This design comes from an exercise in tuning for small area and a short achievable clock period on the open sky130 flow, not from production work.
Power is estimated from default activity; no workload was simulated.

==> flow/design.v <==
module FpAdd (
    input             iCLK,
    input      [26:0] iA,
    input      [26:0] iB,
    output reg [26:0] oSum
);
    wire [17:0] L;
    wire [16:0] Y;
    wire [5:0]  d;
    wire        flush, sub;
    wire [7:0]  L_e;
    wire        L_s;
    FpAdd_s1 u_s1 (.iA(iA), .iB(iB), .L(L), .Y(Y), .d(d), .flush(flush),
                   .sub(sub), .L_e(L_e), .L_s(L_s));
    reg [17:0] r_L;
    reg [16:0] r_Y;
    reg [5:0]  r_d;
    reg        r_flush;
    reg        r_sub;
    reg [7:0]  r_e;
    reg        r_s;
    always @(posedge iCLK) begin
        r_L     <= L;
        r_Y     <= Y;
        r_d     <= d;
        r_flush <= flush;
        r_sub   <= sub;
        r_e     <= L_e;
        r_s     <= L_s;
    end
    wire [20:0] sum;
    wire [4:0]  lz;
    wire        zero;
    FpAdd_s2 u_s2 (.L(r_L), .Y(r_Y), .d(r_d), .flush(r_flush), .sub(r_sub),
                   .L_e(r_e), .sum(sum), .lz(lz), .zero(zero));
    reg [20:0] q_sum;
    reg [4:0]  q_lz;
    reg [7:0]  q_e1;
    reg        q_s;
    reg        q_zero;
    always @(posedge iCLK) begin
        q_sum  <= sum;
        q_lz   <= lz;
        q_e1   <= r_e + 8'd1;
        q_s    <= r_s;
        q_zero <= zero;
    end
    wire [26:0] res;
    FpAdd_s3 u_s3 (.sum(q_sum), .lz(q_lz), .e1(q_e1), .sgn(q_s),
                   .zero(q_zero), .res(res));
    always @*
        oSum = res;
endmodule
module FpAdd_s1 (
    input  [26:0] iA,
    input  [26:0] iB,
    output [17:0] L,      
    output [16:0] Y,      
    output [5:0]  d,      
    output        flush,  
    output        sub,    
    output [7:0]  L_e,    
    output        L_s     
);
    wire        A_s = iA[26];
    wire [7:0]  A_e = iA[25:18];
    wire        B_s = iB[26];
    wire [7:0]  B_e = iB[25:18];
    wire pass = (A_e == 8'd0) | (B_e == 8'd0);
    wire [7:0]  dAB, dBA;
    wire        A_lt, B_lt;
    FpAdd_esub u_dAB (.a(A_e), .b(B_e), .d(dAB), .lt(A_lt));
    FpAdd_esub u_dBA (.a(B_e), .b(A_e), .d(dBA), .lt(B_lt));
    wire [7:0]  dd  = A_lt ? dBA : dAB;
    wire        tie = (A_e == B_e);
    wire A_larger = ~A_lt & (~tie | (iA[17:1] > iB[17:1]));
    assign L_s = A_larger ? A_s : B_s;
    assign L_e = A_lt ? B_e : A_e;
    assign L   = A_larger ? {iA[17:1], pass & iA[0]} : {iB[17:1], pass & iB[0]};
    assign Y   = A_larger ? iB[17:1] : iA[17:1];
    assign d     = dd[5:0];
    assign flush = pass | (dd > 8'd35);
    assign sub   = A_s ^ B_s;
endmodule
module FpAdd_esub (
    input  [7:0] a,
    input  [7:0] b,
    output [7:0] d,
    output       lt
);
    wire [7:0] p = a ^ ~b;
    reg  [8:0] G, P, Gn, Pn;
    integer k, m;
    always @* begin
        G = {a & ~b, 1'b1};
        P = {p, 1'b0};
        for (k = 1; k < 9; k = k * 2) begin
            Gn = G; Pn = P;
            for (m = k; m < 9; m = m + 1) begin
                Gn[m] = G[m] | (P[m] & G[m-k]);
                Pn[m] = P[m] & P[m-k];
            end
            G = Gn; P = Pn;
        end
    end
    assign d  = p ^ G[7:0];
    assign lt = ~G[8];
endmodule
module FpAdd_s2 (
    input  [17:0] L,
    input  [16:0] Y,
    input  [5:0]  d,
    input         flush,
    input         sub,
    input  [7:0]  L_e,
    output [20:0] sum,
    output reg [4:0] lz,
    output        zero
);
    wire [19:0] W = flush ? 20'd0 : ({1'b1, Y, 2'b00} >> d);
    reg  [15:0] M;
    integer i;
    always @*
        for (i = 0; i < 16; i = i + 1)
            M[i] = (d >= i + 3) & (d <= 6'd18);
    wire sticky = ~flush & (|(Y[15:0] & M) |
                            (d == 6'd19 & |Y[16:1]) |
                            (d >= 6'd20));
    wire [20:0] Lw  = {2'b01, L, 1'b0};
    wire [20:0] y   = {1'b0, W} ^ {21{sub}};
    wire        cin = sub & ~sticky;
    wire [20:0] p   = Lw ^ y;
    reg  [20:0] G, P, Gn, Pn;
    integer k, m;
    always @* begin
        G = Lw & y;
        P = p;
        for (k = 1; k < 21; k = k * 2) begin
            Gn = G; Pn = P;
            for (m = k; m < 21; m = m + 1) begin
                Gn[m] = G[m] | (P[m] & G[m-k]);
                Pn[m] = P[m] & P[m-k];
            end
            G = Gn; P = Pn;
        end
    end
    wire [20:0] c = {G[19:0] | (P[19:0] & {20{cin}}), cin};
    assign sum = p ^ c;
    integer j;
    always @* begin
        lz = 5'd21;
        for (j = 0; j < 21; j = j + 1)
            if (sum[j])
                lz = 5'd20 - j[4:0];
    end
    assign zero = (L_e == 8'd0) | (sum == 21'd0);
endmodule
module FpAdd_s3 (
    input  [20:0] sum,
    input  [4:0]  lz,
    input  [7:0]  e1,
    input         sgn,
    input         zero,
    output [26:0] res
);
    wire [20:0] norm = sum << lz;
    wire [7:0] t = e1;
    wire [4:0] e_lo;
    wire       e_b;
    FpAdd_sub5 u_elo (.a(t[4:0]), .b(lz), .d(e_lo), .lt(e_b));
    wire [7:0] e_out = {e_b ? t[7:5] - 3'd1 : t[7:5], e_lo};
    assign res = zero ? 27'd0 : {sgn, e_out, norm[19:2]};
endmodule
module FpAdd_sub5 (
    input  [4:0] a,
    input  [4:0] b,
    output [4:0] d,
    output       lt
);
    wire [4:0] p = a ^ ~b;
    reg  [5:0] G, P, Gn, Pn;
    integer k, m;
    always @* begin
        G = {a & ~b, 1'b1};
        P = {p, 1'b0};
        for (k = 1; k < 6; k = k * 2) begin
            Gn = G; Pn = P;
            for (m = k; m < 6; m = m + 1) begin
                Gn[m] = G[m] | (P[m] & G[m-k]);
                Pn[m] = P[m] & P[m-k];
            end
            G = Gn; P = Pn;
        end
    end
    assign d  = p ^ G[4:0];
    assign lt = ~G[5];
endmodule
export LEC_CHECK = 0
export ABC_AREA = 1
export CAP_MARGIN = 20
export CORE_MARGIN = 2
export CORE_UTILIZATION = 40
export SLEW_MARGIN = 20
create_clock -name core_clock -period 10.0 [get_ports {iCLK}]
standard.sh (not shown) runs the stock make flow with config.mk's settings and CLKGATE_MAP_FILE= SYNTH_SCRIPT=/design/flow/synth_recipe.tcl, a recipe that flattens the netlist after the stock synthesis.
==> flow/flow/run.sh <==
#!/bin/bash
# Standard ORFS layout, with two changes: the port buffers are buf_2 cells
# instead of the delay-buffer cell buffer_ports picks by default, and
# repair_timing aims for 5.6 ns of setup slack.
export BUFFER_PORTS_ARGS="-buffer_cell sky130_fd_sc_hd__buf_2"
export SETUP_SLACK_MARGIN=5.6
bash standard.sh > standard.log 2>&1
Rerun with:
--- a/flow/design.v
+++ b/flow/design.v
@@ -31,22 +31,19 @@
     wire [20:0] sum;
     wire [4:0]  lz;
-    wire        zero;
     FpAdd_s2 u_s2 (.L(r_L), .Y(r_Y), .d(r_d), .flush(r_flush), .sub(r_sub),
-                   .L_e(r_e), .sum(sum), .lz(lz), .zero(zero));
+                   .sum(sum), .lz(lz));
     reg [20:0] q_sum;
     reg [4:0]  q_lz;
-    reg [7:0]  q_e1;
+    reg [7:0]  q_e;
     reg        q_s;
-    reg        q_zero;
     always @(posedge iCLK) begin
         q_sum  <= sum;
         q_lz   <= lz;
-        q_e1   <= r_e + 8'd1;
+        q_e    <= r_e;
         q_s    <= r_s;
-        q_zero <= zero;
     end
     wire [26:0] res;
-    FpAdd_s3 u_s3 (.sum(q_sum), .lz(q_lz), .e1(q_e1), .sgn(q_s),
-                   .zero(q_zero), .res(res));
+    FpAdd_s3 u_s3 (.sum(q_sum), .lz(q_lz), .L_e(q_e), .sgn(q_s),
+                   .res(res));
     always @*
         oSum = res;
@@ -113,8 +110,6 @@
     input         flush,
     input         sub,
-    input  [7:0]  L_e,
     output [20:0] sum,
-    output reg [4:0] lz,
-    output        zero
+    output reg [4:0] lz    
 );
     wire [19:0] W = flush ? 20'd0 : ({1'b1, Y, 2'b00} >> d);
@@ -154,16 +149,15 @@
                 lz = 5'd20 - j[4:0];
     end
-    assign zero = (L_e == 8'd0) | (sum == 21'd0);
 endmodule
 module FpAdd_s3 (
     input  [20:0] sum,
     input  [4:0]  lz,
-    input  [7:0]  e1,
+    input  [7:0]  L_e,
     input         sgn,
-    input         zero,
     output [26:0] res
 );
+    wire zero = (lz == 5'd21) | (L_e == 8'd0);
     wire [20:0] norm = sum << lz;
-    wire [7:0] t = e1;
+    wire [7:0] t = L_e + 8'd1;
     wire [4:0] e_lo;
     wire       e_b;
Effect:
- sequential share of layout area drops by 0.36 points
- maximum frequency drops by 2.0%
- routed wire length climbs by 2.2%
- setup slack gets worse by 0.086 ns
- utilization climbs by 0.79 points
- power drops by 5.2%
- die area drops by 0.35%
- final cell count climbs by 0.92%
- count of clock-buffer cells in the layout does not change
- hold slack gets worse by 0.032 ns
- area after synthesis drops by 0.36%
No run of this note included a check of the RTL's function; only the layout flow was run.

== try-fjord ==
Another version of the RTL of FpAdd (not shown whole).
Size: roughly 1100 cells after synthesis.
==> module FpAdd, before the edit <==
module FpAdd (
    input             iCLK,
    input      [26:0] iA,
    input      [26:0] iB,
    output reg [26:0] oSum
);
    wire        A_s = iA[26];
    wire [7:0]  A_e = iA[25:18];
    wire        B_s = iB[26];
    wire [7:0]  B_e = iB[25:18];
    wire A_larger = iA[25:1] > iB[25:1];
    wire [7:0]  L_e  = A_larger ? A_e : B_e;
    wire [7:0]  S_e  = A_larger ? B_e : A_e;
    wire [16:0] L_fr = A_larger ? iA[17:1] : iB[17:1];
    wire [16:0] S_fr = A_larger ? iB[17:1] : iA[17:1];
    wire        L_0  = A_larger ? iA[0] : iB[0];
    wire        L_s  = A_larger ? A_s : B_s;
    wire pass = (A_e == 8'd0) | (B_e == 8'd0);
    wire [8:0]  dAB = {1'b0, A_e} - {1'b0, B_e};
    wire [7:0]  dBA = B_e - A_e;
    wire [7:0]  d   = dAB[8] ? dBA : dAB[7:0];
    wire [17:0] s = {1'b1, S_fr};
    wire [19:0] W = pass ? 20'd0 : ({s, 2'b00} >> d);
    reg sticky;
    integer i;
    always @* begin
        sticky = 1'b0;
        for (i = 0; i < 18; i = i + 1)
            if ((i + 3 <= d) && (i + 18 >= d))
                sticky = sticky | s[i];
        if (d > 8'd35 || pass)
            sticky = 1'b0;
    end
    wire [20:0] Lw = {2'b01, L_fr, pass & L_0, 1'b0};
    wire [20:0] Sw = {1'b0, W};
    wire        sub = A_s ^ B_s;
    wire [20:0] sum = sub ? (Lw - Sw - {20'd0, sticky}) : (Lw + Sw);
    reg [20:0] r_sum;
    reg [7:0]  r_e;
    reg        r_s;
    always @(posedge iCLK) begin
        r_sum <= sum;
        r_e   <= L_e;
        r_s   <= L_s;
    end
    reg [4:0] lz;
    integer j;
    always @* begin
        lz = 5'd21;
        for (j = 0; j < 21; j = j + 1)
            if (r_sum[j])
                lz = 5'd20 - j[4:0];
    end
    wire [20:0] norm  = r_sum << lz;
    wire [7:0]  e_out = r_e + 8'd1 - {3'd0, lz};
    wire        zero  = (r_e == 8'd0) | ~norm[20];
    always @(posedge iCLK)
        oSum <= zero ? 27'd0 : {r_s, e_out, norm[19:2]};
endmodule
make LEC_CHECK=0 CAP_MARGIN=20 CORE_MARGIN=2 CORE_UTILIZATION=40 SETUP_SLACK_MARGIN=3 SLEW_MARGIN=20 finish   # period 10.0 ns
run.sh (not shown) runs the stock make flow with config.mk's settings and CLKGATE_MAP_FILE= SYNTH_SCRIPT=/design/flow/synth_recipe.tcl, a recipe that flattens the netlist after the stock synthesis.
Stock flow here: none of the scripts above is used.
try-fjord ended with every stage complete and zero timing, DRC or antenna violations.
> inputs changed (try-fjord -> try-raven)
--- a/flow/design.v
+++ b/flow/design.v
@@ -33,9 +33,26 @@
     end
     wire [20:0] Lw = {2'b01, L_fr, pass & L_0, 1'b0};
     wire [20:0] Sw = {1'b0, W};
     wire        sub = A_s ^ B_s;
-    wire [20:0] sum = sub ? (Lw - Sw - {20'd0, sticky}) : (Lw + Sw);
+    wire [20:0] Sx  = Sw ^ {21{sub}};
+    wire        cin = sub & ~sticky;
+    reg  [21:0] G, P, Gn, Pn;
+    reg  [20:0] sum;
+    integer k, m;
+    always @* begin
+        G = {Lw & Sx, cin};
+        P = {Lw ^ Sx, 1'b0};
+        for (k = 1; k < 22; k = k * 2) begin
+            Gn = G; Pn = P;
+            for (m = k; m < 22; m = m + 1) begin
+                Gn[m] = G[m] | (P[m] & G[m-k]);
+                Pn[m] = P[m] & P[m-k];
+            end
+            G = Gn; P = Pn;
+        end
+        sum = (Lw ^ Sx) ^ G[20:0];
+    end
     reg [20:0] r_sum;
     reg [7:0]  r_e;
     reg        r_s;
     always @(posedge iCLK) begin
==> comparison <==
try-fjord completed every stage of the flow, and the final layout passed the timing, DRC and antenna checks. The flow did not stop early for try-raven: all stages ran, and the layout cleared the timing, DRC and antenna checks. Changes observed in try-raven relative to try-fjord: number of vias in the routed layout up 216; aggregate routed wire length now larger; maximum achievable frequency lower; global-route usage now larger; total power per unit cell area went up by 8.7%. Against try-fjord, non-clock buffer count in try-raven rose by more than a quarter.
No run of this note included a check of the RTL's function; only the layout flow was run.

## re-timing with driven ports
In the flow no input, the clock included, has a driving cell. The finished layouts below were timed again as built, in two steps. Step 1: set_driving_cell puts a clkbuf_16 on iCLK and a buf_2 on each other input, an assumption about the parent block. Step 2 moves the port delays by t, midway between the first and last clock arrival at a register: inputs arrive t later, outputs are due t later. That takes back most of the time a late clock gives input paths. Slacks: ideal ports / drivers / drivers and shift; pairs: ideal ports / drivers.
run | t, ns | setup WS [ns] | clock arrival spread, ns
the first run of note 1 | 0.392 | 5.742 / 5.722 / 5.396 | 0.012 / 0.012
the second run of note 1 | 0.390 | 5.656 / 5.612 / 5.315 | 0.011 / 0.011
try-fjord | 0.368 | 3.038 / 3.019 / 2.651 | 0.010 / 0.010
try-raven | 0.367 | 2.833 / 2.844 / 2.476 | 0.009 / 0.009
After both steps every run listed still meets setup and hold. The setup slack of try-fjord, which loses most, moves by -0.019 ns with the drivers and by -0.387 ns with both steps.
